Source: an optimization exercise on an open RTL-to-GDS flow (aim: small area, a short achievable clock period and few clock cycles). Production flows keep margins and buffers that such runs may drop.
The RTL was checked by simulation tests, not by an equivalence proof against the original design.
Power figures rest on the tool's default switching activity, not on a simulated workload.

==> flow/design.v (outline; a module is shown in full before it is edited, if it fits) <==
// module alu: 63 lines
// module be: 35 lines
// module bridge: 22 lines
// module cmp: 13 lines
// module cp0: 71 lines
// module ctrl: 199 lines
// module D: 122 lines
// module E: 115 lines
// module F: 65 lines
// module M: 83 lines
// module W: 41 lines
// module datapath: 169 lines
// module exception: 42 lines
// module expD: 13 lines
// module expE: 20 lines
// module expF: 9 lines
// module expM: 19 lines
// module ext: 22 lines
// module grf: 27 lines
// module hazard: 124 lines
// module loadExt: 30 lines
// module mf: 16 lines
// module mudi: 164 lines
// module MUX_RF_A3: 21 lines
// module MUX_ALU_A: 8 lines
// module MUX_ALU_B: 8 lines
// module MUX_RF_WD: 22 lines
// module MUX_PC: 25 lines
// module npc: 10 lines
// module pc: 17 lines
// module timer: 63 lines
// module cpu: 59 lines
// module mips: 62 lines
module mips(
    input clk,
    input reset,
    output [31:0] i_addr,
    input [31:0] i_data,
    output [11:0] d_addr,
    output [31:0] d_wdata,
    output [3:0] d_be,
    output d_we,
    input [31:0] d_rdata
    );
  // ...
==> flow/run.sh <==
#!/bin/bash
# synth_recipe.tcl (not shown) runs the flow's synth.tcl, then flattens the netlist and writes it again
# the make line also repeats each setting of config.mk as NAME=value (left out here)
make -C /OpenROAD-flow-scripts/flow DESIGN_CONFIG=/design/flow/config.mk WORK_HOME=/design/flow/orfs CLKGATE_MAP_FILE= SYNTH_SCRIPT=/design/flow/synth_recipe.tcl finish
==> flow/config.mk <==
export PLATFORM = sky130hd
export DESIGN_NAME = mips
export DESIGN_NICKNAME = mips
export VERILOG_FILES = /design/flow/design.v
export SDC_FILE = /design/flow/constraint.sdc
export NUM_CORES = 4
export LEC_CHECK = 0
export CAP_MARGIN = 20
export CORE_MARGIN = 2
export CORE_UTILIZATION = 35
export PLACE_DENSITY = 0.6
export SLEW_MARGIN = 20
==> flow/constraint.sdc <==
create_clock -name core_clock -period 18.0 [get_ports {clk}]
set_input_delay 3.6000 -clock core_clock [delete_from_list [all_inputs] [get_ports {clk}]]
set_output_delay 3.6000 -clock core_clock [all_outputs]
set_load 0.01 [all_outputs]
==> impl_summary.log, run 1 <==
INFO  metric layout_worst_path_cycle_share = 0.594
INFO  metric cpPeakStageDelay = around 0.77 ns
INFO  metric syn-cell-area = 126,000 sq um
INFO  metric holdBufCountCts = 0
INFO  metric share_of_cell_area_taken_by_multi_input_logic_gates = 0.503
INFO  metric power_switching_share = 0.500
INFO  metric yosys.area_share.xor_xnor = 0.0284
INFO  metric synthAdderAreaFrac = 0.0496
INFO  metric final-clk-cell-share = 0.0512
INFO  metric total_routed_length = between 500 and 600 mm
INFO  metric detailroute.wirelength.met2 = between 200 and 300 mm
INFO  metric dpl_cell_area = ~130,000 sq um
INFO  metric top_usage_layer = met2
INFO  metric seq_power_share = 0.241
INFO  metric reg2reg_setup_slack = 7.31 ns
INFO  metric final-hold-violation-count = 0
INFO  metric cp_num_cells = 39
INFO  metric share_comb_of_total_power = 0.571
INFO  metric run_status = complete, no violations
INFO  metric layout.cells.non_filler = 18,000
INFO  metric register_containing_the_most_flip_flops_in_the_final_layout = CPU.pipeline_dp.d.GRFD.generalRegister
INFO  metric max-vdd-ir-drop = about 0.13 mV
INFO  metric crit_start = CPU.pipeline_dp.m.IRW[28]
INFO  metric final_layout_size_suffix_gt1_frac = 0.135
INFO  metric top_layer_used = met5
INFO  metric num-fill-cells = ~36,000
INFO  metric largestPowerGroup = combinational cells
INFO  metric final_nets = ~13,000
INFO  metric non_clock_inverter_count = 392
INFO  metric routedLengthMet1 = between 200 and 250 mm
Testbench counts, summed over its fixed seeds: cycles 58,994.
==> module alu, before the edit <==
module alu(
    input [31:0] A,
    input [31:0] B,
    input [3:0] ALUOp,
    output reg [31:0] C,
    output N,
    output Z,
    output reg V,
    output reg Carry
    );
	assign N = C[31];
	assign Z = ~(|C);
	reg CS;
	integer i;
	always @(*) begin
		V = 0;
		Carry = 0;
		CS = 0;
		C = 32'b0;
		case (ALUOp)
			4'b0000: begin
				C = 32'b0;
			end
			4'b0001: begin
				{CS, C[30:0]} = A[30:0] + B[30:0];
				{Carry, C[31]} = A[31] + B[31] + CS;
				V = CS ^ Carry;
			end
			4'b0010: begin
				{CS, C[30:0]} = A[30:0] - B[30:0];
				{Carry, C[31]} = A[31] - B[31] - CS;
				V = CS ^ Carry;
			end
			4'b0011: begin
				C = A & B;
			end
			4'b0100: begin
				C = A | B;
			end
			4'b0101: begin
				C = ~(A|B);
			end
			4'b0110: begin
				C = A ^ B;
			end
			4'b0111: begin
				C = ($signed(A)<$signed(B)) ? 32'b1 : 32'b0;
			end
			4'b1000: begin
				C = ($unsigned(A)<$unsigned(B)) ? 32'b1 : 32'b0;
			end
			4'b1001: begin
				C = B << A[4:0];
			end
			4'b1010: begin
				C = $signed(B) >>> A[4:0];
			end
			4'b1011: begin
				C = B >> A[4:0];
			end
		endcase
	end
endmodule
==> module cp0, before the edit <==
module cp0(
	 input bdM,
    input [4:0] Addr,
    input [31:0] Din,
    input [31:0] PC4M,
    input [31:0] IRW,
    input [6:2] ExcCodeM,
    input [15:10] HWInt,
    input We,
	 input EXLSet,
    input EXLClr,
    input Clk,
    input Reset,
    output IntReq,
    output [31:0] ePC,
	 output exl,
    output [31:0] Dout
    );
	reg [7:2] IM;
	reg EXL, IE;
	assign exl = EXL;
	reg BD;
	reg [7:2] IP;
	reg [6:2] ExcCode;
	reg [31:2] EPC;
	assign ePC = {EPC, 2'b00};
	reg [31:0] PrID;
	assign Dout = ({1, Addr} == 6'b101100) ? {16'b0, IM[7:2], 8'b0, EXL, IE} :
						({1, Addr} == 6'b101101) ? {BD, 15'b0, IP[7:2], 3'b0, ExcCode[6:2], 2'b0} :
						({1, Addr} == 6'b101110) ? {EPC, 2'b00} :
						({1, Addr} == 6'b101111) ? PrID :
						32'h17230005;
	wire [3:0] ic;
	assign IntReq = (|(HWInt & IM) && IE && ~EXL) ? 1 : 0;
	integer i;
	always @(posedge Clk) begin
		if (Reset) begin
			IM <= 6'b0;
			EXL <= 0;
			IE <= 0;
			BD <= 0;
			IP <= 6'b0;
			ExcCode <= 5'b11111;
			EPC <= 0;
			PrID <= 0;
		end else begin
			if (~EXL)
				IP <= HWInt;
			if (EXLSet || IntReq) begin
				EXL <= 1;
				BD <= ((ic == 4'b0101 && bdM) || (ic == 4'b0110 && IRW != 32'h4200_0018) || ic == 4'b0111 || ic == 4'b1000 || ic == 4'b1001) ? 1 : 0;
				ExcCode <= ExcCodeM;
				EPC <= ((((ic == 4'b0101 && bdM) || (ic == 4'b0110 && IRW != 32'h4200_0018) || ic == 4'b0111 || ic == 4'b1000 || ic == 4'b1001) ? 1 : 0) ? PC4M - 8 : PC4M - 4) >> 2;
			end else if (EXLClr) begin
				EXL <= 0;
			end else if (We) begin
				case ({1, Addr})
					6'b101100: begin
						IM <= Din[15:10];
						{EXL, IE} <= {Din[1:0]};
					end
					6'b101110: EPC <= Din >> 2;
				endcase
			end
		end
	end
	ctrl atCP0 (
    .instr(IRW), 
    .ic(ic)
    );
endmodule
==> run 2, diff against run 1 <==
--- a/flow/design.v
+++ b/flow/design.v
@@ -11,54 +11,44 @@
     );
 	assign N = C[31];
 	assign Z = ~(|C);
-	reg CS;
+	wire sub = (ALUOp != 4'b0001);
+	wire [31:0] Bx = sub ? ~B : B;
+	wire [33:0] Sg = {1'b0, A, 1'b1} + {1'b0, Bx, sub};
+	wire [32:0] S = Sg[33:1];
+	wire ovf = (A[31] == Bx[31]) && (S[31] != A[31]);
+	wire lt = S[31] ^ ovf;
+	wire ltu = ~S[32];
+	wire left = (ALUOp == 4'b1001);
+	reg [31:0] Brev, Rrev;
 	integer i;
+	always @(*) for (i = 0; i < 32; i = i + 1) Brev[i] = B[31 - i];
+	wire [31:0] Sin = left ? Brev : B;
+	wire fill = (ALUOp == 4'b1010) & B[31];
+	wire [63:0] Sx = {{32{fill}}, Sin} >> A[4:0];
+	always @(*) for (i = 0; i < 32; i = i + 1) Rrev[i] = Sx[31 - i];
+	wire [31:0] SH = left ? Rrev : Sx[31:0];
 	always @(*) begin
 		V = 0;
 		Carry = 0;
-		CS = 0;
 		C = 32'b0;
 		case (ALUOp)
-			4'b0000: begin
-				C = 32'b0;
-			end
 			4'b0001: begin
-				{CS, C[30:0]} = A[30:0] + B[30:0];
-				{Carry, C[31]} = A[31] + B[31] + CS;
-				V = CS ^ Carry;
+				C = S[31:0];
+				V = ovf;
 			end
 			4'b0010: begin
-				{CS, C[30:0]} = A[30:0] - B[30:0];
-				{Carry, C[31]} = A[31] - B[31] - CS;
-				V = CS ^ Carry;
-			end
-			4'b0011: begin
-				C = A & B;
-			end
-			4'b0100: begin
-				C = A | B;
-			end
-			4'b0101: begin
-				C = ~(A|B);
-			end
-			4'b0110: begin
-				C = A ^ B;
-			end
-			4'b0111: begin
-				C = ($signed(A)<$signed(B)) ? 32'b1 : 32'b0;
-			end
-			4'b1000: begin
-				C = ($unsigned(A)<$unsigned(B)) ? 32'b1 : 32'b0;
-			end
-			4'b1001: begin
-				C = B << A[4:0];
-			end
-			4'b1010: begin
-				C = $signed(B) >>> A[4:0];
-			end
-			4'b1011: begin
-				C = B >> A[4:0];
+				C = S[31:0];
+				V = ovf;
 			end
+			4'b0011: C = A & B;
+			4'b0100: C = A | B;
+			4'b0101: C = ~(A | B);
+			4'b0110: C = A ^ B;
+			4'b0111: C = {31'b0, lt};
+			4'b1000: C = {31'b0, ltu};
+			4'b1001: C = SH;
+			4'b1010: C = SH;
+			4'b1011: C = SH;
 		endcase
 	end
 endmodule
@@ -141,7 +131,7 @@
     input [4:0] Addr,
     input [31:0] Din,
     input [31:0] PC4M,
-    input [31:0] IRW,
+    input [1:0] JmpW,
     input [6:2] ExcCodeM,
     input [15:10] HWInt,
     input We,
@@ -168,7 +158,7 @@
 						({1, Addr} == 6'b101110) ? {EPC, 2'b00} :
 						({1, Addr} == 6'b101111) ? PrID :
 						32'h17230005;
-	wire [3:0] ic;
+	wire bd = (JmpW[1] && bdM) || JmpW[0];
 	assign IntReq = (|(HWInt & IM) && IE && ~EXL) ? 1 : 0;
 	integer i;
 	always @(posedge Clk) begin
@@ -186,9 +176,9 @@
 				IP <= HWInt;
 			if (EXLSet || IntReq) begin
 				EXL <= 1;
-				BD <= ((ic == 4'b0101 && bdM) || (ic == 4'b0110 && IRW != 32'h4200_0018) || ic == 4'b0111 || ic == 4'b1000 || ic == 4'b1001) ? 1 : 0;
+				BD <= bd;
 				ExcCode <= ExcCodeM;
-				EPC <= ((((ic == 4'b0101 && bdM) || (ic == 4'b0110 && IRW != 32'h4200_0018) || ic == 4'b0111 || ic == 4'b1000 || ic == 4'b1001) ? 1 : 0) ? PC4M - 8 : PC4M - 4) >> 2;
+				EPC <= (bd ? PC4M - 12 : PC4M - 8) >> 2;
 			end else if (EXLClr) begin
 				EXL <= 0;
 			end else if (We) begin
@@ -202,10 +192,6 @@
 			end
 		end
 	end
-	ctrl atCP0 (
-    .instr(IRW), 
-    .ic(ic)
-    );
 endmodule
 `timescale 1ns / 1ps
 module ctrl(
@@ -310,18 +296,18 @@
 	assign cp0_we = mtc0;
 	assign iscp0 = (mfc0 || mtc0) ? 1 : 0;
 	assign RI_exp = (ic == 4'b1111) ? 1 : 0;
-	assign ic = (add + addu + is_and + is_nor + is_or + sll + sllv + slt + sltu + sra + srav + srl + srlv + sub + subu + is_xor) ? 4'b0001 : 
-	            (addi + addiu + andi + lui + ori + slti + sltiu + xori) ? 4'b0010 :
-					(lb + lbu + lh + lhu + lw) ? 4'b0011 :
-					(sb + sh + sw) ? 4'b0100 :
-					(beq + bgez + bgtz + blez + bltz + bne) ? 4'b0101 :
-					(j + eret) ? 4'b0110 :
+	assign ic = (add | addu | is_and | is_nor | is_or | sll | sllv | slt | sltu | sra | srav | srl | srlv | sub | subu | is_xor) ? 4'b0001 : 
+	            (addi | addiu | andi | lui | ori | slti | sltiu | xori) ? 4'b0010 :
+					(lb | lbu | lh | lhu | lw) ? 4'b0011 :
+					(sb | sh | sw) ? 4'b0100 :
+					(beq | bgez | bgtz | blez | bltz | bne) ? 4'b0101 :
+					(j | eret) ? 4'b0110 :
 					(jr) ? 4'b0111 :
 					(jal) ? 4'b1000 :
 					(jalr) ? 4'b1001 :
-					(mfhi + mflo) ? 4'b1010 :
-					(mthi + mtlo) ? 4'b1011 : 
-					(div + divu + mult + multu) ? 4'b1100 :
+					(mfhi | mflo) ? 4'b1010 :
+					(mthi | mtlo) ? 4'b1011 : 
+					(div | divu | mult | multu) ? 4'b1100 :
 					(mfc0) ? 4'b1101 :
 					(mtc0) ? 4'b1110 :
 					(nop) ? 4'b0000 :
@@ -341,11 +327,11 @@
 					(mtc0) ? {1, rd} :
 					6'b0;
 	assign NPC_Sel = (ic == 4'b0000 || ic == 4'b0010 || ic == 4'b0001 || ic == 4'b0011 || mfc0 || ic == 4'b1010 || ic == 4'b1011 || ic == 4'b1100 || mtc0 || ic == 4'b0100) ? 2'b00 :
-	                 (j + jal) ? 2'b01 :
+	                 (j | jal) ? 2'b01 :
 						  (ic == 4'b0101) ? 2'b10 :
-						  (jr + jalr) ? 2'b11 :
+						  (jr | jalr) ? 2'b11 :
 						  2'b00;
-	assign NPCOp = (j + jal) ? 1'b1 :
+	assign NPCOp = (j | jal) ? 1'b1 :
 	               (ic == 4'b0101) ? 1'b0 :
 						1'b0;
 	assign CmpOp = (beq) ? 3'b000 :
@@ -355,27 +341,27 @@
 						(bltz) ? 3'b100 :
 						(bne) ? 3'b101 :
 						3'b000;
-	assign ExtOp = (andi + xori + ori) ? 2'b00 :
+	assign ExtOp = (andi | xori | ori) ? 2'b00 :
 	               (addi || addiu || slti || sltiu || ic == 4'b0011 || ic == 4'b0100) ? 2'b01 :
 						(lui) ? 2'b10 :
 						2'b11; 
 	assign ALUASrc = (ic == 4'b0010 || (ic == 4'b0001 && ~sll && ~sra && ~srl) || ic == 4'b0011 || ic == 4'b0100 || ic == 4'b1100) ? 1'b0 :
-							(sll + sra + srl) ? 1'b1 :
+							(sll | sra | srl) ? 1'b1 :
 							1'b0;
 	assign ALUBSrc = (ic == 4'b0001 || ic == 4'b1100) ? 1'b0 :
 	                (ic == 4'b0010 || ic == 4'b0011 || ic == 4'b0100) ? 1'b1 :
 						 1'b0;
-	assign ALUOp = ((addi + addiu + add + addu) || ic == 4'b0011 || ic == 4'b0100) ? 4'b0001 :
-	               (sub + subu) ? 4'b0010 :
-						(andi + is_and) ? 4'b0011 : 
-						(lui + ori + is_or) ? 4'b0100 :
+	assign ALUOp = ((addi | addiu | add | addu) || ic == 4'b0011 || ic == 4'b0100) ? 4'b0001 :
+	               (sub | subu) ? 4'b0010 :
+						(andi | is_and) ? 4'b0011 : 
+						(lui | ori | is_or) ? 4'b0100 :
 						(is_nor) ? 4'b0101 :
-						(xori + is_xor) ? 4'b0110 :
-						(slti + slt) ? 4'b0111 :
-						(sltiu + sltu) ? 4'b1000 :
-						(sll + sllv) ? 4'b1001 :
-						(sra + srav) ? 4'b1010 :
-						(srl + srlv) ? 4'b1011 :
+						(xori | is_xor) ? 4'b0110 :
+						(slti | slt) ? 4'b0111 :
+						(sltiu | sltu) ? 4'b1000 :
+						(sll | sllv) ? 4'b1001 :
+						(sra | srav) ? 4'b1010 :
+						(srl | srlv) ? 4'b1011 :
 						4'b0000;
 	assign MuDiOp = (div) ? 3'b000 :
 							(divu) ? 3'b001 :
@@ -389,24 +375,128 @@
 	assign MuDiWrite = (ic == 4'b1011) ? 1 : 0;
 	assign MuDiStart = (ic == 4'b1100) ? 1 : 0;
 	assign AOSrc = (ic == 4'b1010) ? 1'b0 : 1'b1;
-	assign BEOp = (lb + lbu + sb) ? 2'b00 :
-						(lh + lhu + sh) ? 2'b01 :
-						(lw + sw) ? 2'b10 :
+	assign BEOp = (lb | lbu | sb) ? 2'b00 :
+						(lh | lhu | sh) ? 2'b01 :
+						(lw | sw) ? 2'b10 :
 						2'b10; 
 	assign MemWrite = (ic == 4'b0100) ? 1 : 0;
 	assign RegDst = (ic == 4'b0001 || jalr || ic == 4'b1010) ? 2'b00 :
 	                (ic == 4'b0010 || ic == 4'b0011 || mfc0) ? 2'b01 :
 						 (jal) ? 2'b10 :
 						 2'b00;
-	assign LoadExtOp = (lb + lh) ? 1'b0 :
-								(lbu + lhu) ? 1'b1 : 
+	assign LoadExtOp = (lb | lh) ? 1'b0 :
+								(lbu | lhu) ? 1'b1 : 
 								1'b0;
 	assign DataSrc = (ic == 4'b0001 || ic == 4'b0010 || ic == 4'b1010) ? 2'b00 :
 	                 (ic == 4'b0011 || mfc0) ? 2'b01 :
-						  (jalr + jal) ? 2'b10 :
+						  (jalr | jal) ? 2'b10 :
 						  2'b00;
 	assign RegWrite = (ic == 4'b0010 || ic == 4'b0001 || ic == 4'b0011 || jal || jalr || mfc0 || ic == 4'b1010) ? 1 : 0;
 endmodule
+module dec(
+    input [31:0] instr,
+    output [28:0] ctl
+    );
+	wire [3:0] ALUOp, ic;
+	wire [2:0] MuDiOp;
+	wire [1:0] BEOp, RegDst, DataSrc;
+	wire ALUASrc, ALUBSrc, MuDiWrite, MuDiStart, AOSrc, MemWrite, iscp0, LoadExtOp, RegWrite, iseret, cp0_we;
+	wire cal_ov = ((instr[31:26] == 6'b000000 && instr[10:6] == 5'b0 && instr[5:0] == 6'b100000) ||
+						(instr[31:26] == 6'b000000 && instr[10:6] == 5'b0 && instr[5:0] == 6'b100010) || 
+						(instr[31:26] == 6'b001000)) ? 1 : 0;
+	ctrl c (
+    .instr(instr),
+    .ALUASrc(ALUASrc),
+	 .ALUBSrc(ALUBSrc),
+    .ALUOp(ALUOp),
+	 .MuDiOp(MuDiOp),
+	 .MuDiWrite(MuDiWrite),
+	 .MuDiStart(MuDiStart),
+	 .AOSrc(AOSrc),
+    .MemWrite(MemWrite), 
+	 .BEOp(BEOp), 
+	 .iscp0(iscp0),
+	 .LoadExtOp(LoadExtOp),
+    .RegDst(RegDst), 
+    .DataSrc(DataSrc), 
+    .RegWrite(RegWrite),
+	 .ic(ic),
+	 .iseret(iseret),
+	 .cp0_we(cp0_we)
+    );
+	assign ctl = {cp0_we, iseret,
+	              ((ic == 4'b0110 && instr != 32'h4200_0018) || ic == 4'b0111 || ic == 4'b1000 || ic == 4'b1001),
+	              (ic == 4'b0101),
+	              RegWrite, DataSrc, RegDst, LoadExtOp, iscp0, BEOp, MemWrite,
+	              cal_ov, (ic == 4'b0100), (ic == 4'b0011),
+	              AOSrc, MuDiStart, MuDiWrite, MuDiOp, ALUBSrc, ALUASrc, ALUOp};
+endmodule
+module pdec(
+    input [31:0] instr,
+    output [22:0] pd
+    );
+	wire [5:0] op = instr[31:26];
+	wire [4:0] rs = instr[25:21];
+	wire [4:0] rt = instr[20:16];
+	wire [4:0] rd = instr[15:11];
+	wire [4:0] sh = instr[10:6];
+	wire [5:0] fn = instr[5:0];
+	wire R = (op == 6'b000000);
+	wire rs0 = (rs == 5'b0), rt0 = (rt == 5'b0), rd0 = (rd == 5'b0), sh0 = (sh == 5'b0);
+	wire sll = R && rs0 && !(rt0 && rd0 && sh0) && fn == 6'b000000;
+	wire srl = R && rs0 && fn == 6'b000010;
+	wire sra = R && rs0 && fn == 6'b000011;
+	wire shv = R && sh0 && (fn == 6'b000100 || fn == 6'b000110 || fn == 6'b000111);
+	wire alur = R && sh0 && (fn == 6'b100000 || fn == 6'b100001 || fn == 6'b100010 || fn == 6'b100011 ||
+	                         fn == 6'b100100 || fn == 6'b100101 || fn == 6'b100110 || fn == 6'b100111 ||
+	                         fn == 6'b101010 || fn == 6'b101011);
+	wire jr = R && rt0 && rd0 && sh0 && fn == 6'b001000;
+	wire jalr = R && rt0 && sh0 && fn == 6'b001001;
+	wire mfhi = R && rs0 && rt0 && sh0 && fn == 6'b010000;
+	wire mflo = R && rs0 && rt0 && sh0 && fn == 6'b010010;
+	wire mt = R && rt0 && rd0 && sh0 && (fn == 6'b010001 || fn == 6'b010011);
+	wire md = R && rd0 && sh0 && (fn == 6'b011000 || fn == 6'b011001 || fn == 6'b011010 || fn == 6'b011011);
+	wire cal_r = sll || srl || sra || shv || alur;
+	wire bgez = (op == 6'b000001) && rt == 5'b00001;
+	wire bltz = (op == 6'b000001) && rt0;
+	wire beq = (op == 6'b000100);
+	wire bne = (op == 6'b000101);
+	wire blez = (op == 6'b000110) && rt0;
+	wire bgtz = (op == 6'b000111) && rt0;
+	wire b = bgez || bltz || beq || bne || blez || bgtz;
+	wire lui = (op == 6'b001111) && rs0;
+	wire cal_i_nl = (op == 6'b001000 || op == 6'b001001 || op == 6'b001010 || op == 6'b001011 ||
+	                 op == 6'b001100 || op == 6'b001101 || op == 6'b001110);
+	wire cal_i = cal_i_nl || lui;
+	wire load = (op == 6'b100000 || op == 6'b100001 || op == 6'b100011 || op == 6'b100100 || op == 6'b100101);
+	wire store = (op == 6'b101000 || op == 6'b101001 || op == 6'b101011);
+	wire j = (op == 6'b000010);
+	wire jal = (op == 6'b000011);
+	wire cop0 = (op == 6'b010000) && sh0 && fn == 6'b0;
+	wire mfc0 = cop0 && rs0;
+	wire mtc0 = cop0 && rs == 5'b00100;
+	wire eret = (instr == 32'h4200_0018);
+	wire nop = (instr == 32'b0);
+	wire known = cal_r || cal_i || load || store || b || j || eret || jr || jal || jalr ||
+	             mfhi || mflo || mt || md || mfc0 || mtc0 || nop;
+	wire [3:0] ic;
+	assign ic[0] = !known || cal_r || load || b || jr || jalr || mt || mfc0;
+	assign ic[1] = !known || cal_i || load || j || eret || jr || mfhi || mflo || mt || mtc0;
+	assign ic[2] = !known || store || b || j || eret || jr || md || mfc0 || mtc0;
+	assign ic[3] = !known || jal || jalr || mfhi || mflo || mt || md || mfc0 || mtc0;
+	wire use_rs = b || cal_i_nl || (cal_r && !sll && !sra && !srl) || jalr || jr || load || mt || md || store;
+	wire [5:0] A1 = use_rs ? {1'b0, rs} :
+	                mfc0 ? {1'b1, rd} :
+	                mfhi ? 6'b100001 :
+	                mflo ? 6'b100010 :
+	                6'b0;
+	wire [5:0] A2 = (beq || bne || cal_r || md || mtc0 || store) ? {1'b0, rt} : 6'b0;
+	wire [1:0] NPC_Sel = (j || jal) ? 2'b01 : b ? 2'b10 : (jr || jalr) ? 2'b11 : 2'b00;
+	wire NPCOp = j || jal;
+	wire [2:0] CmpOp = beq ? 3'b000 : bgez ? 3'b001 : bgtz ? 3'b010 : blez ? 3'b011 :
+	                   bltz ? 3'b100 : bne ? 3'b101 : 3'b000;
+	assign pd = {ic, A2, A1, eret, CmpOp, NPCOp, NPC_Sel};
+endmodule
 `timescale 1ns / 1ps
 module D(
 	 input bdD,
@@ -436,38 +526,46 @@
 	 input [6:2] ExcCodeF,
 	 output iseretD,
 	 output reg [6:2] ExcCodeE,
-	 output reg bdE
+	 output reg bdE,
+	 output reg [28:0] ctlE,
+	 input [22:0] pdD
     );
 	wire [31:0] Rd1, Rd2, Ext, MF_RT_D_OUT;
 	wire [2:0] CmpOp;
 	wire [1:0] ExtOp;
 	wire NPCOp;
 	wire [6:2] ExcCode;
+	wire [28:0] ctlD, ctl0;
+	dec decD (.instr(IRD), .ctl(ctlD));
+	dec dec0 (.instr(32'b0), .ctl(ctl0));
 	always @(posedge Clk) begin
 		if (Reset || exp_in) begin
 			IRE <= 32'b0;
-			PC4E <= 32'b0;
+			PC4E <= 32'd4;
 			RSE <= 32'b0;
 			RTE <= 32'b0;
 			EXTE <= 32'b0;
 			ExcCodeE <= 5'b11111;
 			bdE <= 0;
+			ctlE <= ctl0;
 		end else if (FlushE) begin
 			IRE <= 32'b0;
-			PC4E <= PC4D;
+			PC4E <= PC4D + 32'd4;
 			RSE <= 32'b0;
 			RTE <= 32'b0;
 			EXTE <= 32'b0;
 			ExcCodeE <= 5'b11111;
 			bdE <= 0;
+			ctlE <= ctl0;
 		end else begin
 			IRE <= IRD;
-			PC4E <= PC4D;
+			PC4E <= PC4D + 32'd4;
 			RSE <= MF_RS_D_OUT;
 			RTE <= MF_RT_D_OUT;
 			EXTE <= Ext;
 			ExcCodeE <= ExcCode;
 			bdE <= bdD;
+			ctlE <= ctlD;
 		end
 	end
 	expD EXPD (
@@ -477,12 +575,12 @@
     );
 	ctrl controllerD (
     .instr(IRD),
-    .NPC_Sel(NPC_Sel), 
-	 .NPCOp(NPCOp),
-	 .CmpOp(CmpOp),
-    .ExtOp(ExtOp),
-	 .iseret(iseretD)
+    .ExtOp(ExtOp)
     );
+	assign NPC_Sel = pdD[1:0];
+	assign NPCOp = pdD[2];
+	assign CmpOp = pdD[5:3];
+	assign iseretD = pdD[6];
 	grf GRFD (
     .A1(IRD[25:21]), 
     .A2(IRD[20:16]), 
@@ -554,21 +652,28 @@
 	 input exp_in,
 	 input [6:2] ExcCodeE,
 	 output reg [6:2] ExcCodeM,
-	 output reg bdM
+	 output reg bdM,
+	 input [28:0] ctlE,
+	 output reg [28:0] ctlM,
+	 output [11:0] AOnext,
+	 output [31:0] RT_E
     );
 	wire [31:0] ALUASrcOut, ALUBSrcOut, C, MF_RS_E_OUT, MF_RT_E_OUT, MuDiOut;
 	wire [3:0] ALUOp;
 	wire [2:0] MuDiOp;
 	wire ALUASrc, ALUBSrc, N, Z, V, Carry, MuDiWrite, AOSrc;
 	wire [6:2] ExcCode;
+	assign AOnext = C[13:2];
+	assign RT_E = MF_RT_E_OUT;    
 	always @(posedge Clk) begin
 		if (Reset || exp_in) begin
 			IRM <= 32'b0;
-			PC4M <= 32'b0;
+			PC4M <= 32'd4;
 			AOM <= 32'b0;
 			RTM <= 32'b0;
 			ExcCodeM <= 5'b11111;
 			bdM <= 0;
+			ctlM <= ctl0;
 		end else begin
 			IRM <= IRE;
 			PC4M <= PC4E;
@@ -576,24 +681,26 @@
 			RTM <= MF_RT_E_OUT;
 			ExcCodeM <= ExcCode;
 			bdM <= bdE;
+			ctlM <= ctlE;
 		end
 	end
 	expE EXPE (
     .ExcCodeE(ExcCodeE), 
     .V(V), 
-    .IRE(IRE), 
+    .isLoad(ctlE[12]), 
+    .isStore(ctlE[13]), 
+    .calOv(ctlE[14]), 
     .ExcCodeM(ExcCode)
     );
-	ctrl controllerE (
-    .instr(IRE),
-    .ALUASrc(ALUASrc),
-	 .ALUBSrc(ALUBSrc),
-    .ALUOp(ALUOp),
-	 .MuDiOp(MuDiOp),
-	 .MuDiWrite(MuDiWrite),
-	 .MuDiStart(MuDiStart),
-	 .AOSrc(AOSrc)
-    );
+	wire [28:0] ctl0;
+	dec dec0 (.instr(32'b0), .ctl(ctl0));
+	assign ALUASrc = ctlE[4];
+	assign ALUBSrc = ctlE[5];
+	assign ALUOp = ctlE[3:0];
+	assign MuDiOp = ctlE[8:6];
+	assign MuDiWrite = ctlE[9];
+	assign MuDiStart = ctlE[10];
+	assign AOSrc = ctlE[11];
 	mudi MuDi (
     .A(ALUASrcOut), 
     .B(ALUBSrcOut), 
@@ -664,7 +771,8 @@
 	 output reg [6:2] ExcCodeF,
 	 output reg bdD,
 	 output [31:0] IAddr,
-	 input [31:0] IData
+	 input [31:0] IData,
+	 output reg [22:0] pdD
     );
 	wire [31:0] PCF_OUT, Instr, PC4, MUX_PC_OUT, NPC_exp;
 	wire [6:2] ExcCode;
@@ -672,19 +780,26 @@
 	assign NPC_exp = (exp_in) ? 32'h0000_4180 :
 								(iseretD) ? EPC :
 								MUX_PC_OUT;
+	wire [31:0] Inext = (ExcCode == 5'b00100) ? 32'h8c001723 : Instr;
+	wire [22:0] pd_n, pd_0;
+	pdec pdn (.instr(Inext), .pd(pd_n));
+	pdec pd0 (.instr(32'b0), .pd(pd_0));
 	always @(posedge Clk) begin
 		if (Reset || exp_in) begin
 			IRD <= 32'b0;
 			PC4D <= 32'b0;
 			ExcCodeF <= 5'b11111;
 			bdD <= 0;
+			pdD <= pd_0;
 		end else if (iseretD && ~StallD) begin
 			IRD <= 32'b0;
 			PC4D <= EPC + 4;
 			ExcCodeF <= 5'b11111;
 			bdD <= 0;
+			pdD <= pd_0;
 		end else if (~StallD) begin
-			IRD <= (ExcCode == 5'b00100) ? 32'h8c001723 : Instr;
+			IRD <= Inext;
+			pdD <= pd_n;
 			PC4D <= PC4;
 			ExcCodeF <= ExcCode;
 			bdD <= Branch;
@@ -720,10 +835,10 @@
     input [31:0] RTM,
     input Clk,
     input Reset,
-    output reg [31:0] IRW,
-    output reg [31:0] PC4W,
-    output reg [31:0] AOW,
-    output reg [31:0] DRW,
+    output reg [31:0] WDW,
+    output reg [4:0] A3W,
+    output reg RegWriteW,
+    output reg [1:0] JmpW,
     input [2:0] Forward_RT_M_Sel,
     input [31:0] MUX_RF_WD_OUT,
 	 output [31:0] D2write,
@@ -739,55 +854,103 @@
 	 output [31:0] DWData,
 	 output [3:0] DBe,
 	 output DWe,
-	 input [31:0] DRData
+	 input [31:0] DRData,
+	 input [28:0] ctlM,
+	 input [11:0] AOnext
     );
 	wire [31:0] MF_RT_M_OUT, Dout;
 	wire [3:0] Be;
 	wire [1:0] BEOp;
 	wire MemWrite;
+	wire [1:0] RegDst, DataSrc;
+	wire LoadExtOp, RegWrite;
+	wire [4:0] A3;
+	wire [31:0] DR, load_ext_out, WD;
 	wire iscp0, ade_be;
 	assign D2write = MF_RT_M_OUT;
 	assign PrAddr = AOM[31:2];
 	assign PrWD = MF_RT_M_OUT;
 	assign PrWe = MemWrite;
+	wire memsel = !iscp0 && ($unsigned(AOM) < 32'h0000_3000);
+	wire [31:0] DRo = iscp0 ? Dread_exp : PrRD;
+	wire [31:0] ext_mem, ext_oth;
+	assign load_ext_out = memsel ? ext_mem : ext_oth;
 	always @(posedge Clk) begin
 		if (Reset || exp_in) begin
-			IRW <= 32'b0;
-			PC4W <= 32'b0;
-			AOW <= 32'b0;
-			DRW <= 32'b0;
+			WDW <= 32'b0;
+			A3W <= 5'b0;
+			RegWriteW <= 1'b0;
+			JmpW <= 2'b0;
 		end else begin
-			IRW <= IRM;
-			PC4W <= PC4M;
-			AOW <= AOM;
-			DRW <= (iscp0) ? Dread_exp : 
-						($unsigned(AOM) < 32'h0000_3000) ? Dout :
-						PrRD;
+			WDW <= WD;
+			A3W <= A3;
+			RegWriteW <= RegWrite;
+			JmpW <= {ctlM[25], ctlM[26]};
 		end
 	end
+	MUX_RF_A3 mux_rf_a3_M (
+    .A3(IRM[15:11]), 
+    .A2(IRM[20:16]), 
+    .RegDst(RegDst), 
+    .RegDstOut(A3)
+    );
+	loadExt load_ext_mem (
+    .Dr(Dout), 
+    .Addr(AOM[1:0]), 
+    .BEOp(BEOp), 
+    .LoadExtOp(LoadExtOp), 
+    .Ext(ext_mem)
+    );
+	loadExt load_ext_oth (
+    .Dr(DRo), 
+    .Addr(AOM[1:0]), 
+    .BEOp(BEOp), 
+    .LoadExtOp(LoadExtOp), 
+    .Ext(ext_oth)
+    );
+	MUX_RF_WD mux_rf_wd_M (
+    .C(AOM), 
+    .Dout(load_ext_out), 
+    .PC(PC4M), 
+    .DataSrc(DataSrc), 
+    .DataSrcOut(WD)
+    );
 	expM EXPM (
     .ExcCodeM(ExcCodeM), 
     .AOM(AOM), 
-    .IRM(IRM), 
+    .isLoad(ctlM[12]), 
+    .isStore(ctlM[13]), 
 	 .ade_be(ade_be),
     .ExcCode(ExcCode)
     );
-	ctrl controllerM (
-    .instr(IRM),
-    .MemWrite(MemWrite), 
-	 .BEOp(BEOp), 
-	 .iscp0(iscp0)
-    );
+	assign MemWrite = ctlM[15];
+	assign BEOp = ctlM[17:16];
+	assign iscp0 = ctlM[18];
+	assign LoadExtOp = ctlM[19];
+	assign RegDst = ctlM[21:20];
+	assign DataSrc = ctlM[23:22];
+	assign RegWrite = ctlM[24];
 	be BE (
     .Addr(AOM), 
     .BEOp(BEOp), 
     .Be(Be), 
     .ade(ade_be)
     );
-	assign DAddr = AOM[13:2];
-	assign DWData = MF_RT_M_OUT;
-	assign DBe = Be;
-	assign DWe = MemWrite && ~exp_in;
+	reg swe;
+	reg [11:0] daddr;
+	reg [31:0] swdata;
+	reg [3:0] sbe;
+	always @(posedge Clk) begin
+		if (Reset) swe <= 1'b0;
+		else swe <= MemWrite && ~exp_in;
+		daddr <= (!Reset && MemWrite && ~exp_in) ? AOM[13:2] : AOnext;
+		swdata <= MF_RT_M_OUT;
+		sbe <= Be;
+	end
+	assign DAddr = daddr;
+	assign DWData = swdata;
+	assign DBe = sbe;
+	assign DWe = swe;
 	assign Dout = DRData;
 	mf MF_RT_M (
     .Wd(MUX_RF_WD_OUT), 
@@ -798,45 +961,16 @@
 endmodule
 `timescale 1ns / 1ps
 module W(
-    input [31:0] IRW,
-    input [31:0] PC4W,
-    input [31:0] AOW,
-    input [31:0] DRW,
+    input [31:0] WDW,
+    input [4:0] A3W,
+    input RegWriteW,
     output [4:0] MUX_RF_A3_OUT,
     output [31:0] MUX_RF_WD_OUT,
 	 output RegWrite
     );
-	wire [31:0] load_ext_out;
-	wire [1:0] RegDst, DataSrc, BEOp;
-	wire LoadExtOp;
-	ctrl contorllerW (
-    .instr(IRW),
-	 .BEOp(BEOp),
-	 .LoadExtOp(LoadExtOp),
-    .RegDst(RegDst), 
-    .DataSrc(DataSrc), 
-    .RegWrite(RegWrite)
-    );
-	MUX_RF_A3 mux_rf_a3_W (
-    .A3(IRW[15:11]), 
-    .A2(IRW[20:16]), 
-    .RegDst(RegDst), 
-    .RegDstOut(MUX_RF_A3_OUT)
-    );
-	loadExt load_ext (
-    .Dr(DRW), 
-    .Addr(AOW[1:0]), 
-    .BEOp(BEOp), 
-    .LoadExtOp(LoadExtOp), 
-    .Ext(load_ext_out)
-    );
-	MUX_RF_WD mux_rf_wd_W (
-    .C(AOW), 
-    .Dout(load_ext_out), 
-    .PC(PC4W+4), 
-    .DataSrc(DataSrc), 
-    .DataSrcOut(MUX_RF_WD_OUT)
-    );
+	assign MUX_RF_A3_OUT = A3W;
+	assign MUX_RF_WD_OUT = WDW;
+	assign RegWrite = RegWriteW;
 endmodule
 `timescale 1ns / 1ps
 module datapath(
@@ -864,7 +998,8 @@
 	 output [31:0] DWData,
 	 output [3:0] DBe,
 	 output DWe,
-	 input [31:0] DRData
+	 input [31:0] DRData,
+	 output [22:0] pdD
     );
 	wire EXLSet, iseretD, cp0_we;
 	wire [6:2] ExcCodeF, ExcCodeE, ExcCodeM, ExcCode;
@@ -874,22 +1009,30 @@
 	wire [31:0] PC4D;
 	wire [31:0] IRE, PC4E, RSE, RTE, EXTE;
 	wire [31:0] IRM, PC4M, AOM, RTM;
-	wire [31:0] IRW, PC4W, AOW, DRW;
+	wire [31:0] WDW;
+	wire [28:0] ctlE, ctlM;
+	wire [11:0] AOnext;
+	wire [4:0] A3W;
+	wire RegWriteW;
+	wire [1:0] JmpW;
 	wire [31:0] NPC, MF_RS_D_OUT, MUX_RF_WD_OUT;
 	wire [4:0] MUX_RF_A3_OUT;
 	wire [1:0] NPC_Sel;
 	wire Branch, bdD, bdE, bdM;
-	wire [31:0] MF_EPC_OUT;
-	assign MF_EPC_OUT = (IRD == 32'h4200_0018 && IRM[31:26] == 6'b010000 && IRM[25:21] == 5'b00100 && {1, IRM[15:11]} == 6'b101110) ?
+	wire [31:0] MF_EPC_OUT, RT_E;
+	wire mtc0_epc_E = ctlE[28] && IRE[15:11] == 5'd14;
+	assign MF_EPC_OUT = (pdD[6] && mtc0_epc_E) ? RT_E :
+	                    (pdD[6] && IRM[31:26] == 6'b010000 && IRM[25:21] == 5'b00100 && {1, IRM[15:11]} == 6'b101110) ?
 								D2write : EPC;
 	exception EXP (
     .Clk(Clk), 
     .Reset(Reset), 
 	 .bdM(bdM),
     .IRM(IRM), 
+    .ctlM(ctlM), 
     .D2write(D2write), 
     .PC4M(PC4M), 
-    .IRW(IRW), 
+    .JmpW(JmpW), 
     .ExcCode(ExcCode), 
     .HWInt(HWInt), 
     .EXLSet(EXLSet), 
@@ -913,7 +1056,8 @@
 	 .ExcCodeF(ExcCodeF),
 	 .bdD(bdD),
 	 .IAddr(IAddr),
-	 .IData(IData)
+	 .IData(IData),
+	 .pdD(pdD)
     );
 	D d (
 	 .bdD(bdD),
@@ -943,7 +1087,9 @@
 	 .ExcCodeF(ExcCodeF),
 	 .iseretD(iseretD),
 	 .ExcCodeE(ExcCodeE),
-	 .bdE(bdE)
+	 .bdE(bdE),
+	 .ctlE(ctlE),
+	 .pdD(pdD)
     );
 	E e (
 	 .bdE(bdE),
@@ -968,7 +1114,11 @@
 	 .exp_in(EXLSet),
 	 .ExcCodeE(ExcCodeE),
 	 .ExcCodeM(ExcCodeM),
-	 .bdM(bdM)
+	 .bdM(bdM),
+	 .ctlE(ctlE),
+	 .ctlM(ctlM),
+	 .AOnext(AOnext),
+	 .RT_E(RT_E)
     );
 	M m (
     .IRM(IRM), 
@@ -977,10 +1127,10 @@
     .RTM(RTM), 
     .Clk(Clk), 
     .Reset(Reset), 
-    .IRW(IRW), 
-    .PC4W(PC4W), 
-    .AOW(AOW), 
-    .DRW(DRW), 
+    .WDW(WDW), 
+    .A3W(A3W), 
+    .RegWriteW(RegWriteW), 
+    .JmpW(JmpW), 
     .Forward_RT_M_Sel(Forward_RT_M_Sel), 
     .MUX_RF_WD_OUT(MUX_RF_WD_OUT),
 	 .D2write(D2write),
@@ -996,13 +1146,14 @@
 	 .DWData(DWData),
 	 .DBe(DBe),
 	 .DWe(DWe),
-	 .DRData(DRData)
+	 .DRData(DRData),
+	 .ctlM(ctlM),
+	 .AOnext(AOnext)
     );
 	W w (
-    .IRW(IRW), 
-    .PC4W(PC4W), 
-    .AOW(AOW), 
-    .DRW(DRW), 
+    .WDW(WDW), 
+    .A3W(A3W), 
+    .RegWriteW(RegWriteW), 
     .MUX_RF_A3_OUT(MUX_RF_A3_OUT), 
     .MUX_RF_WD_OUT(MUX_RF_WD_OUT), 
     .RegWrite(RegWrite)
@@ -1014,9 +1165,10 @@
     input Reset,
 	 input bdM,
 	 input [31:0] IRM,
+	 input [28:0] ctlM,
 	 input [31:0] D2write,
 	 input [31:0] PC4M,
-	 input [31:0] IRW,
+	 input [1:0] JmpW,
 	 input [6:2] ExcCode,
 	 input [7:2] HWInt,
 	 output EXLSet, 
@@ -1032,7 +1184,7 @@
     .Addr(IRM[15:11]), 
     .Din(D2write), 
     .PC4M(PC4M), 
-    .IRW(IRW), 
+    .JmpW(JmpW), 
     .ExcCodeM(ExcCode_int), 
     .HWInt(HWInt), 
     .We(cp0_we), 
@@ -1045,11 +1197,8 @@
 	 .exl(EXL),
     .Dout(Dread)
     );
-	ctrl controllerExp (
-    .instr(IRM),
-    .iseret(iseret), 
-    .cp0_we(cp0_we)
-    );
+	assign iseret = ctlM[27];
+	assign cp0_we = ctlM[28];
 endmodule
 `timescale 1ns / 1ps
 module expD(
@@ -1069,22 +1218,15 @@
 module expE(
     input [6:2] ExcCodeE,
     input V,
-    input [31:0] IRE,
+    input isLoad,
+    input isStore,
+    input calOv,
     output [6:2] ExcCodeM
     );
-	wire cal_ov;
-	assign cal_ov = ((IRE[31:26] == 6'b000000 && IRE[10:6] == 5'b0 && IRE[5:0] == 6'b100000) ||
-							(IRE[31:26] == 6'b000000 && IRE[10:6] == 5'b0 && IRE[5:0] == 6'b100010) || 
-							(IRE[31:26] == 6'b001000)) ? 1 : 0;
-	wire [3:0] ic;
-	assign ExcCodeM = (V && ic == 4'b0011) ? 5'b00100 :
-								(V && ic == 4'b0100) ? 5'b00101 :
-								(V && cal_ov) ? 5'b01100 :
+	assign ExcCodeM = (V && isLoad) ? 5'b00100 :
+								(V && isStore) ? 5'b00101 :
+								(V && calOv) ? 5'b01100 :
 								ExcCodeE;
-	ctrl atE (
-    .instr(IRE), 
-    .ic(ic)
-    );
 endmodule
 `timescale 1ns / 1ps
 module expF(
@@ -1100,21 +1242,17 @@
 module expM(
     input [6:2] ExcCodeM,
     input [31:0] AOM,
-    input [31:0] IRM,
+    input isLoad,
+    input isStore,
 	 input ade_be,
     output [6:2] ExcCode
     );
-	wire [3:0] ic;
 	assign addr_overflow = ($unsigned(AOM) < 32'h0000_3000 || 
 										($unsigned(AOM) >= 32'h00007f00 && $unsigned(AOM) <= 32'h00007f0b) ||
 										($unsigned(AOM) >= 32'h00007f10 && $unsigned(AOM) <= 32'h00007f1b)) ? 0 : 1;
-	assign ExcCode = ((addr_overflow || ade_be) && ic == 4'b0011) ? 5'b00100 :
-								((addr_overflow || ade_be || AOM == 32'h00007f08 || AOM == 32'h00007f18) && ic == 4'b0100) ? 
+	assign ExcCode = ((addr_overflow || ade_be) && isLoad) ? 5'b00100 :
+								((addr_overflow || ade_be || AOM == 32'h00007f08 || AOM == 32'h00007f18) && isStore) ? 
 								5'b00101 : ExcCodeM;
-	ctrl atM (
-    .instr(IRM), 
-    .ic(ic)
-    );
 endmodule
 `timescale 1ns / 1ps
 module ext(
@@ -1151,25 +1289,31 @@
     output [31:0] Rd1,
     output [31:0] Rd2
     );
-	reg [31:0] generalRegister[31:0];
+	reg [31:0] r [31:1];
+	reg [31:0] o1, o2;
 	integer i;
-	assign Rd1 = generalRegister[A1];
-	assign Rd2 = generalRegister[A2];
-	always @(posedge Clk) begin
-		if (Reset) begin
-			for(i=0; i<32; i=i+1) begin
-				generalRegister[i] <= 0;
-			end
-		end else begin
-			if (We == 1 && A3 != 0) begin
-				generalRegister[A3] <= Wd;
-			end
+	always @(*) begin
+		o1 = 32'b0;
+		o2 = 32'b0;
+		for (i = 1; i < 32; i = i + 1) begin
+			o1 = o1 | ({32{A1 == i}} & r[i]);
+			o2 = o2 | ({32{A2 == i}} & r[i]);
 		end
 	end
+	assign Rd1 = o1;
+	assign Rd2 = o2;
+	wire [31:0] wd_r = Wd & {32{~Reset}};
+	genvar g;
+	generate for (g = 1; g < 32; g = g + 1) begin : regs
+		always @(posedge Clk) begin
+			if (Reset || (We && A3 == g)) r[g] <= wd_r;
+		end
+	end endgenerate
 endmodule
 `timescale 1ns / 1ps
 module hazard(
     input [31:0] Instr,
+    input [22:0] pdD,
 	 input MuDiBusy,
     input Clk,
     input Reset,
@@ -1185,8 +1329,10 @@
 	reg [5:0] A1E, A2E, A3E, A1M, A2M, A3M, A1W, A2W, A3W;
 	reg [3:0] icE, icM, icW;
 	wire stall_E, stall_M, stall_E_cal_r, stall_E_cal_i, stall_E_load, stall_M_load;
-	assign stall = stall_E || stall_M || 
-							(Instr == 32'h4200_0018 && icE == 4'b1110 && A3E == 6'b101110) ||  
+	assign stall = stall_E || stall_M || (icD == 4'b0011 && icE == 4'b0100) ||
+							(pdD[6] && icE == 4'b1110 && A3E == 6'b101110 &&
+							 fsel_e(A2E, 6'b0, 4'b0, A3M, icM) == 3'b001 &&
+							 (icM == 4'b0011 || icM == 4'b1101)) ||
 							(((icD == 4'b1010) || (icD == 4'b1011) || (icD == 4'b1100)) && MuDiBusy); 
 		assign stall_E = (A3E != 6'b0 && (
 							  (icE == 4'b0001 && stall_E_cal_r) || 
@@ -1249,23 +1395,39 @@
 										(A2D != 6'b0 && A3W != 6'b0 && A2D == A3W && 
 												(icW == 4'b0001 || icW == 4'b0010 || icW == 4'b0011 || icW == 4'b1000 || icW == 4'b1001 || icW == 4'b1010 || icW == 4'b1101)) ? 3'b001 :
 										3'b000);
-	assign Forward_RS_E_Sel = ((A1E != 6'b0 && A3M != 6'b0 && A1E == A3M && 
-												(icM == 4'b0001 || icM == 4'b0010 || icM == 4'b1010)) ? 3'b011 :
-										(A1E != 6'b0 && A3M != 6'b0 && A1E == A3M && 
-												(icM == 4'b1000 || icM == 4'b1001)) ? 3'b010 :
-										(A1E != 6'b0 && A3W != 6'b0 && A1E == A3W && 
-												(icW == 4'b0001 || icW == 4'b0010 || icW == 4'b0011 || icW == 4'b1000 || icW == 4'b1001 || icW == 4'b1010 || icW == 4'b1101)) ? 3'b001 :
-										3'b000);
-	assign Forward_RT_E_Sel = ((A2E != 6'b0 && A3M != 6'b0 && A2E == A3M && 
-												(icM == 4'b0001 || icM == 4'b0010 || icM == 4'b1010)) ? 3'b011 :
-										(A2E != 6'b0 && A3M != 6'b0 && A2E == A3M && 
-												(icM == 4'b1000 || icM == 4'b1001)) ? 3'b010 :
-										(A2E != 6'b0 && A3W != 6'b0 && A2E == A3W && 
-												(icW == 4'b0001 || icW == 4'b0010 || icW == 4'b0011 || icW == 4'b1000 || icW == 4'b1001 || icW == 4'b1010 || icW == 4'b1101)) ? 3'b001 :
-										3'b000);
-	assign Forward_RT_M_Sel = ((A2M != 6'b0 && A3W != 6'b0 && A2M == A3W && 
-												(icW == 4'b0001 || icW == 4'b0010 || icW == 4'b0011 || icW == 4'b1000 || icW == 4'b1001 || icW == 4'b1010 || icW == 4'b1101)) ? 3'b001 :
-										3'b000);
+	function [2:0] fsel_e;
+		input [5:0] a;
+		input [5:0] a3m;
+		input [3:0] icm;
+		input [5:0] a3w;
+		input [3:0] icw;
+		begin
+			fsel_e = (a != 6'b0 && a3m != 6'b0 && a == a3m && 
+							(icm == 4'b0001 || icm == 4'b0010 || icm == 4'b1010)) ? 3'b011 :
+						(a != 6'b0 && a3m != 6'b0 && a == a3m && 
+							(icm == 4'b1000 || icm == 4'b1001)) ? 3'b010 :
+						(a != 6'b0 && a3w != 6'b0 && a == a3w && 
+							(icw == 4'b0001 || icw == 4'b0010 || icw == 4'b0011 || icw == 4'b1000 || icw == 4'b1001 || icw == 4'b1010 || icw == 4'b1101)) ? 3'b001 :
+						3'b000;
+		end
+	endfunction
+	reg [2:0] fRSE, fRTE, fRTM;
+	assign Forward_RS_E_Sel = fRSE;
+	assign Forward_RT_E_Sel = fRTE;
+	assign Forward_RT_M_Sel = fRTM;
+	wire [5:0] A1E_n = stall ? 6'b0 : A1D;
+	wire [5:0] A2E_n = stall ? 6'b0 : A2D;
+	always @(posedge Clk) begin
+		if (Reset) begin
+			fRSE <= 3'b000;
+			fRTE <= 3'b000;
+			fRTM <= 3'b000;
+		end else begin
+			fRSE <= fsel_e(A1E_n, A3E, icE, A3M, icM);
+			fRTE <= fsel_e(A2E_n, A3E, icE, A3M, icM);
+			fRTM <= (fsel_e(A2E, 6'b0, 4'b0, A3M, icM) == 3'b001) ? 3'b001 : 3'b000;
+		end
+	end
 	always @(posedge Clk) begin
 		if (Reset) begin
 			A1E <= 6'b0; A2E <= 6'b0; A3E <= 6'b0; 
@@ -1286,11 +1448,11 @@
 	end
 	ctrl at (
     .instr(Instr), 
-    .A1(A1D), 
-    .A2(A2D), 
-    .A3(A3D), 
-    .ic(icD)
+    .A3(A3D)
     );
+	assign A1D = pdD[12:7];
+	assign A2D = pdD[18:13];
+	assign icD = pdD[22:19];
 endmodule
 `timescale 1ns / 1ps
 module loadExt(
@@ -1333,9 +1495,9 @@
     input [2:0] Forward_Sel,
     output [31:0] MF_OUT
     );
-	assign MF_OUT = (Forward_Sel == 3'b100) ? (PC4E+4) : 
+	assign MF_OUT = (Forward_Sel == 3'b100) ? PC4E : 
 	                (Forward_Sel == 3'b011) ? AO : 
-						 (Forward_Sel == 3'b010) ? (PC4M+4) : 
+						 (Forward_Sel == 3'b010) ? PC4M : 
 						 (Forward_Sel == 3'b001) ? Wd : 
 						 (Forward_Sel == 3'b000) ? Rd : 
 						 32'h17230007; 
@@ -1366,17 +1528,30 @@
 	reg [32:0] acc;    
 	reg [31:0] ql;     
 	reg [32:0] mc;     
+	reg [34:0] m3;     
 	reg [4:0] cnt;
 	reg sgn, neg_q, neg_r, undo_hi;
+	reg last_mul;
 	reg is_mt_M, is_mudi_M;
 	assign buzy = (state != S_IDLE);
 	assign Dout = MuDiOp[0] ? lo : hi;
-	wire last_mul = (cnt == NIT - 1);
-	wire signed [R:0] digit = {ql[R-1] & sgn & last_mul, ql[R-1:0]};
-	wire signed [R+34:0] prod = $signed(mc) * digit;
-	wire signed [R+34:0] msum = $signed({{(R+2){acc[32]}}, acc}) + prod;
-	wire [32:0] acc_n = msum[R+32:R];
-	wire [31:0] ql_n = {msum[R-1:0], ql[31:R]};
+	wire [34:0] m1 = {{2{mc[32]}}, mc};
+	wire [34:0] m2 = {mc[32], mc, 1'b0};
+	wire [1:0] nl = ql[1:0];
+	wire [1:0] nh = ql[3:2];
+	reg last_sgn;    
+	wire top_neg = last_sgn & nh[1];    
+	wire [34:0] ppa = (nl == 2'd0) ? 35'b0 : (nl == 2'd1) ? m1 : (nl == 2'd2) ? m2 : m3;
+	wire [34:0] magb = top_neg ? (nh[0] ? m1 : m2) :
+	                   (nh == 2'd0) ? 35'b0 : (nh == 2'd1) ? m1 : (nh == 2'd2) ? m2 : m3;
+	wire [38:0] x = {{6{acc[32]}}, acc};
+	wire [38:0] y = {{4{ppa[34]}}, ppa};
+	wire [38:0] z = top_neg ? {~magb[34], ~magb[34], ~magb, 2'b11} : {magb[34], magb[34], magb, 2'b00};
+	wire [38:0] cs_s = x ^ y ^ z;
+	wire [38:0] cs_c = {(x[37:0] & y[37:0]) | (x[37:0] & z[37:0]) | (y[37:0] & z[37:0]), top_neg};
+	wire [38:0] msum = cs_s + cs_c;
+	wire [32:0] acc_n = msum[36:4];
+	wire [31:0] ql_n = {msum[3:0], ql[31:4]};
 	function [5:0] clz32;
 		input [31:0] x;
 		integer i;
@@ -1397,113 +1572,105 @@
 	wire a_small = (la > lb);
 	wire [32:0] dsub = {1'b0, acc[31:0]} - {1'b0, mc[31:0]};
 	wire dge = ~dsub[32];
+	wire go = (state == S_IDLE) && start;
 	always @(posedge Clk) begin
 		if (Reset) begin
-			hi <= 32'b0;
-			lo <= 32'b0;
 			state <= S_IDLE;
-			cnt <= 5'd0;
-		end else if (exp_in) begin
-			if (is_mt_M) begin
-				if (undo_hi) hi <= acc[31:0];
-				else lo <= acc[31:0];
-				state <= S_IDLE;
-			end else if (is_mudi_M) begin
-				state <= S_IDLE;
-			end
+		end else if (exp_in && (is_mt_M || is_mudi_M)) begin
+			state <= S_IDLE;
 		end else begin
 			case (state)
 				S_IDLE: begin
-					if (start) begin
-						case (MuDiOp)
-							3'b000: begin
-								if (B != 32'h0000_0000) begin
-									acc <= {1'b0, A[31] ? -A : A};
-									mc <= {1'b0, B[31] ? -B : B};
-									neg_q <= A[31] ^ B[31];
-									neg_r <= A[31];
-									state <= S_NORM;
-								end
-							end
-							3'b001: begin
-								if (B != 32'h0000_0000) begin
-									acc <= {1'b0, A};
-									mc <= {1'b0, B};
-									neg_q <= 1'b0;
-									neg_r <= 1'b0;
-									state <= S_NORM;
-								end
-							end
-							3'b010: begin
-								acc <= 33'b0;
-								mc <= {A[31], A};
-								ql <= B;
-								sgn <= 1'b1;
-								cnt <= 5'd0;
-								state <= S_MUL;
-							end
-							3'b011: begin
-								acc <= 33'b0;
-								mc <= {1'b0, A};
-								ql <= B;
-								sgn <= 1'b0;
-								cnt <= 5'd0;
-								state <= S_MUL;
-							end
-						endcase
-					end else if (We) begin
+					if (start && !exp_in)
 						case (MuDiOp)
-							3'b110: begin
-								acc <= {1'b0, hi};
-								undo_hi <= 1'b1;
-								hi <= Din;
-							end
-							3'b111: begin
-								acc <= {1'b0, lo};
-								undo_hi <= 1'b0;
-								lo <= Din;
-							end
+							3'b000, 3'b001: if (B != 32'h0000_0000) state <= S_NORM;
+							3'b010, 3'b011: state <= S_MUL;
 						endcase
-					end
-				end
-				S_MUL: begin
-					acc <= acc_n;
-					ql <= ql_n;
-					cnt <= cnt + 5'd1;
-					if (last_mul) begin
-						hi <= acc_n[31:0];
-						lo <= ql_n;
-						state <= S_IDLE;
-					end
-				end
-				S_NORM: begin
-					ql <= 32'b0;
-					if (a_small) begin
-						state <= S_FIX;
-					end else begin
-						mc <= {1'b0, mc[31:0] << kdiff[4:0]};
-						cnt <= kdiff[4:0];
-						state <= S_DIV;
-					end
-				end
-				S_DIV: begin
-					if (dge) acc <= dsub;
-					ql <= {ql[30:0], dge};
-					mc <= {1'b0, 1'b0, mc[31:1]};
-					cnt <= cnt - 5'd1;
-					if (cnt == 5'd0) state <= S_FIX;
-				end
-				S_FIX: begin
-					hi <= neg_r ? -acc[31:0] : acc[31:0];
-					lo <= neg_q ? -ql : ql;
-					state <= S_IDLE;
 				end
+				S_MUL: if (last_mul) state <= S_IDLE;
+				S_NORM: state <= a_small ? S_FIX : S_DIV;
+				S_DIV: if (cnt == 5'd0) state <= S_FIX;
+				S_FIX: state <= S_IDLE;
 				default: state <= S_IDLE;
 			endcase
 		end
 		is_mt_M <= We;
 		is_mudi_M <= start;
 	end
+	always @(posedge Clk) begin
+		if (Reset) begin
+			hi <= 32'b0;
+			lo <= 32'b0;
+		end else if (exp_in && is_mt_M) begin
+			if (undo_hi) hi <= acc[31:0];
+			else lo <= acc[31:0];
+		end else if (state == S_IDLE) begin
+			if (!start && We && !exp_in) begin
+				if (MuDiOp == 3'b110) hi <= Din;
+				if (MuDiOp == 3'b111) lo <= Din;
+			end
+		end else if (state == S_MUL) begin
+			if (last_mul) begin
+				hi <= acc_n[31:0];
+				lo <= ql_n;
+			end
+		end else if (state == S_FIX) begin
+			hi <= neg_r ? -acc[31:0] : acc[31:0];
+			lo <= neg_q ? -ql : ql;
+		end
+	end
+	always @(posedge Clk) begin
+		case (state)
+			S_IDLE: begin
+				if (start) begin
+					case (MuDiOp)
+						3'b000: begin
+							acc <= {1'b0, A[31] ? -A : A};
+							mc <= {1'b0, B[31] ? -B : B};
+						end
+						3'b001: begin
+							acc <= {1'b0, A};
+							mc <= {1'b0, B};
+						end
+						default: begin
+							acc <= 33'b0;
+							mc <= {A[31] & ~MuDiOp[0], A};
+							m3 <= {{2{A[31] & ~MuDiOp[0]}}, A[31] & ~MuDiOp[0], A} + {A[31] & ~MuDiOp[0], A[31] & ~MuDiOp[0], A, 1'b0};
+						end
+					endcase
+					ql <= B;
+					neg_q <= (MuDiOp == 3'b000) & (A[31] ^ B[31]);
+					neg_r <= (MuDiOp == 3'b000) & A[31];
+					sgn <= ~MuDiOp[0];
+					cnt <= 5'd0;
+					last_mul <= (NIT == 1);
+					last_sgn <= (NIT == 1) & ~MuDiOp[0];
+				end else if (We) begin
+					acc <= {1'b0, MuDiOp[0] ? lo : hi};
+					undo_hi <= ~MuDiOp[0];
+				end
+			end
+			S_MUL: begin
+				cnt <= cnt + 5'd1;
+				last_mul <= (cnt == NIT - 2);
+				last_sgn <= (cnt == NIT - 2) & sgn;
+				acc <= acc_n;
+				ql <= ql_n;
+			end
+			S_NORM: begin
+				ql <= 32'b0;
+				mc <= {1'b0, mc[31:0] << kdiff[4:0]};
+				cnt <= kdiff[4:0];
+			end
+			S_DIV: begin
+				if (dge) acc <= dsub;
+				ql <= {ql[30:0], dge};
+				mc <= {1'b0, 1'b0, mc[31:1]};
+				cnt <= cnt - 5'd1;
+			end
+			default: ;
+		endcase
+	end
 endmodule
 `timescale 1ns / 1ps
 module MUX_RF_A3(
@@ -1703,6 +1870,7 @@
 	wire Stall, MuDiBusy, MuDiStart;
 	wire [2:0] Forward_RS_D_Sel, Forward_RT_D_Sel, Forward_RS_E_Sel, Forward_RT_E_Sel, Forward_RT_M_Sel;
 	wire [31:0] Instr;
+	wire [22:0] pdD;
 	datapath pipeline_dp (
     .StallF(Stall), 
     .StallD(Stall), 
@@ -1728,10 +1896,12 @@
 	 .DWData(DWData),
 	 .DBe(DBe),
 	 .DWe(DWe),
-	 .DRData(DRData)
+	 .DRData(DRData),
+	 .pdD(pdD)
     );
 	hazard pipeline_hzd (
     .Instr(Instr), 
+    .pdD(pdD), 
 	 .MuDiBusy(MuDiBusy || MuDiStart),
     .Clk(Clk), 
     .Reset(Reset), 
@@ -1759,9 +1929,11 @@
 	wire [31:0] PrRD, PrWD, timer1_RD, timer2_RD, timer_WD;
 	wire PrWe, timer1_We, timer2_We, IRQ1, IRQ2;
 	wire [1:0] timer_addr;
+	reg rst;
+	always @(posedge clk) rst <= reset;
 	cpu CPU ( 
     .Clk(clk), 
-    .Reset(reset), 
+    .Reset(rst), 
     .HWInt({4'b0, IRQ2, IRQ1}), 
     .PrRD(PrRD), 
     .PrAddr(PrAddr), 
@@ -1792,7 +1964,7 @@
     .Wd(timer_WD), 
     .We(timer1_We), 
     .Clk(clk), 
-    .Reset(reset), 
+    .Reset(rst), 
     .Rd(timer1_RD), 
     .IRQ(IRQ1)
     );
@@ -1801,7 +1973,7 @@
     .Wd(timer_WD), 
     .We(timer2_We), 
     .Clk(clk), 
-    .Reset(reset), 
+    .Reset(rst), 
     .Rd(timer2_RD), 
     .IRQ(IRQ2)
     );
==> flow/flow/run.sh (new file) <==
#!/bin/bash
# The standard layout (the standard.sh: ORFS synthesis, floorplan, placement,
# CTS, routing) with two changes to how it is made, none to the constraints:
#  - timing repair aims for a setup slack of MARGIN ns at the design's clock
#    period, so it keeps shortening the critical paths after the period is met;
#  - the buffers ORFS puts on every input and output port are buf_4 cells
#    rather than the delay buffers it picks by default.
# make's full output goes to standard_flow.log; ORFS's per-step logs are under orfs/logs.
set -euo pipefail
MARGIN=12.5
bash standard.sh SETUP_SLACK_MARGIN=$MARGIN "BUFFER_PORTS_ARGS=-buffer_cell sky130_fd_sc_hd__buf_4" finish > standard_flow.log 2>&1
==> flow/standard.sh (new file) <==
#!/bin/bash
# synth_recipe.tcl (not shown) runs the flow's synth.tcl, then flattens the netlist and writes it again
# the make line also repeats each setting of config.mk as NAME=value (left out here)
make -C /OpenROAD-flow-scripts/flow DESIGN_CONFIG=/design/flow/config.mk WORK_HOME=/design/flow/orfs CLKGATE_MAP_FILE= SYNTH_SCRIPT=/design/flow/synth_recipe.tcl "${@:-finish}"
==> flow/config.mk (replaced) <==
export PLATFORM = sky130hd
export DESIGN_NAME = mips
export DESIGN_NICKNAME = mips
export VERILOG_FILES = /design/flow/design.v
export SDC_FILE = /design/flow/constraint.sdc
export NUM_CORES = 4
export LEC_CHECK = 0
export CAP_MARGIN = 30
export CORE_MARGIN = 2
export CORE_UTILIZATION = 50
export PLACE_DENSITY = 0.62
export SLEW_MARGIN = 30
export TNS_END_PERCENT = 10
removed: flow/run.sh
==> run 2 against run 1 <==
  * Via count increased by 5.1%
  * Total power down 6.6%
  * Register-to-register slack gained 4.7 ns
  * Final area fell by 6.5%
  * Combinational power is 12% lower
  * Now fails the layout checks on max-capacitance violations, max-slew violations
  * Critical path type unchanged
  * Maximum frequency increased by 79%
  * Sequential share of layout area grew 2.6 points
  * Hold slack got worse by 0.011 ns
  * Core utilization grew 18 points
  * Critical path depth down 21
  * Sequential cell count is 1 lower
  * Wire length up 7.8%
==> impl_summary.log, run 2 <==
INFO  metric synth-edff-count = 1,136
INFO  metric power_switching_share = 0.489 (-0.0107)
INFO  metric run_status = failed layout checks
INFO  metric max-vdd-ir-drop = 0.123 mV (-3.0%)
INFO  metric syn-cell-area = 115,000 sq um (-8.9%)
INFO  metric crit_start = CPU.pipeline_dp.f.IRD[22]
INFO  metric final-hold-violation-count = 0 (unchanged)
INFO  metric reg2reg_setup_slack = 12.03 ns (+4.72 ns)
INFO  metric slew_viol_final = 5
INFO  metric layout_worst_path_cycle_share = 0.332 (-0.262)
INFO  metric synthAdderAreaFrac = 0.0401 (-0.00946)
INFO  metric so_faults = max-capacitance violations, max-slew violations
INFO  metric setup.worst_path.end = CPU.pipeline_dp.f.PCF.PC[29]
INFO  metric timing.max_cap.violations = 1
INFO  metric share_comb_of_total_power = 0.537 (-0.034)
INFO  metric cpPeakStageDelay = 0.71 ns (-0.06 ns)
INFO  metric cp_num_cells = 18 (-54%)
INFO  metric yosys.area_share.xor_xnor = 0.0362 (+0.00780)
INFO  metric register_containing_the_most_flip_flops_in_the_final_layout = CPU.pipeline_dp.d.GRFD.r
INFO  metric yosys.cell_types.count = approximately 110
INFO  metric total_routed_length = 642 mm (+7.8%)
INFO  metric final_layout_size_suffix_gt1_frac = 0.137 (+0.00186)
INFO  metric holdBufCountCts = 0 (unchanged)
-- run 2: cell types whose count changed after synthesis, sizes merged, moves of 120 or more --
cell / before / now
and2: 269 / 149
mux4: 674 / 82
and3: 105 / 411
nand2: 1181 / 1025
a22o: 5 / 133
a22oi: 102 / 647
nand4: 80 / 208
clkbuf: 925 / 800
nor2: 2261 / 1127
-- run 2: what timing repair did --
| action | in CTS | in global routing |
|---|---|---|
| resized for setup | 293 | 111 |
| gates cloned | 18 | 4 |
| buffers inserted | 135 | 32 |
| pin swaps | 75 | 21 |
| hold endpoints to repair | 0 | 0 |
| endpoints found under the setup margin | 624 | 539 |
-- run 2: cells by family (layout without fill, tap and decap cells) --
| kind of cell | count (synthesis) | after routing |
|---|---|---|
| muxes | 347 | 347 |
| xor gates and xnor gates | 476 | 476 |
| buffers and inverters | 1341 | 1515 |
| AOI/OAI and AO/OA | 3747 | 3751 |
| other | 0 | 56 |
| adders and majority gates | 344 | 344 |
| DFF | 1967 | 1967 |
| and+or+nand+nor | 4142 | 4145 |
-- run 2: metrics by stage --
step	cell area [sq um]	instances	setup WS, ns	total power [uW]
final	132000	15600	12.03	23200
after global routing	132000	15600	12.15	23600
after CTS	131000	15500	12.29	22000
after detailed placement	121000	15000	10.56	17000
after global placement	121000	15000	9.05	16800
after floorplan	115000	12400	11.94	12300
-- run 2: cell type report --
cell class	instances	area (sq um)
Antenna cell	56	140
Clock buffer	249	5440
Clock inverter	140	1800
Fill cell	19800	97400
Inverter	389	1480
Multi-Input combinational cell	9063	62000
Sequential cell	1967	50800
Tap cell	3026	3790
Timing Repair Buffer	736	6630
Timing Repair inverter	1	7.51
-- run 2: layer usage --
layer  GRT usage  part of all wire  routed length, um
met5      0.0108           0.00086                555
met4       0.400              0.10              66500
met3       0.247              0.17             108000
met2       0.712              0.39             248000
met1       0.641              0.34             219000
-- run 2: worst min path at each step --
stage,endpoint,cells past startpoint,from,slack (ns)
floorplan,CPU.pipeline_dp.e.MuDi.is_mt_M,0,CPU.pipeline_dp.d.ctlE[9],0.35
global placement,CPU.pipeline_dp.e.IRM[31],1,CPU.pipeline_dp.d.IRE[31],0.41
detailed placement,CPU.pipeline_dp.e.ctlM[18],1,CPU.pipeline_dp.d.ctlE[18],0.41
CTS,CPU.pipeline_dp.e.ctlM[25],1,CPU.pipeline_dp.d.ctlE[25],0.43
global route,CPU.pipeline_dp.e.IRM[17],1,CPU.pipeline_dp.d.IRE[17],0.44
finish,CPU.pipeline_dp.e.ctlM[25],1,CPU.pipeline_dp.d.ctlE[25],0.42
-- run 2: power by group through the flow --
stage / Clock, uW / Sequential (uW) / Combinational (uW)
floorplan: 0 / 5770 / 6560
global placement: 0 / 6130 / 10700
detailed placement: 0 / 6130 / 10800
CTS: 4590 / 6040 / 11400
global route: 4770 / 6120 / 12700
finish: 4640 / 6110 / 12500
Testbench counts of run 2, summed over its fixed seeds: cycles 58,881.

-- re-timing with driven ports --
The results above use ideal ports. As a check the final layouts listed here were re-extracted and re-timed, cells and wires unchanged. Step 1 assumes that a clkbuf_16 drives the clock port and a buf_2 every other input. Step 2 times the ports against the registers' clock, not the clock port: input delays grow and output delays shrink by t, the midpoint of the rising clock arrivals with the driver on. a / b / c = no drivers / after step 1 / after step 2; a / b = the first two.
run | t, ns | slack for setup (ns)
run 1 | 1.007 | 7.313 / 7.313 / 7.313
run 2 | 1.020 | 12.031 / 12.031 / 11.456
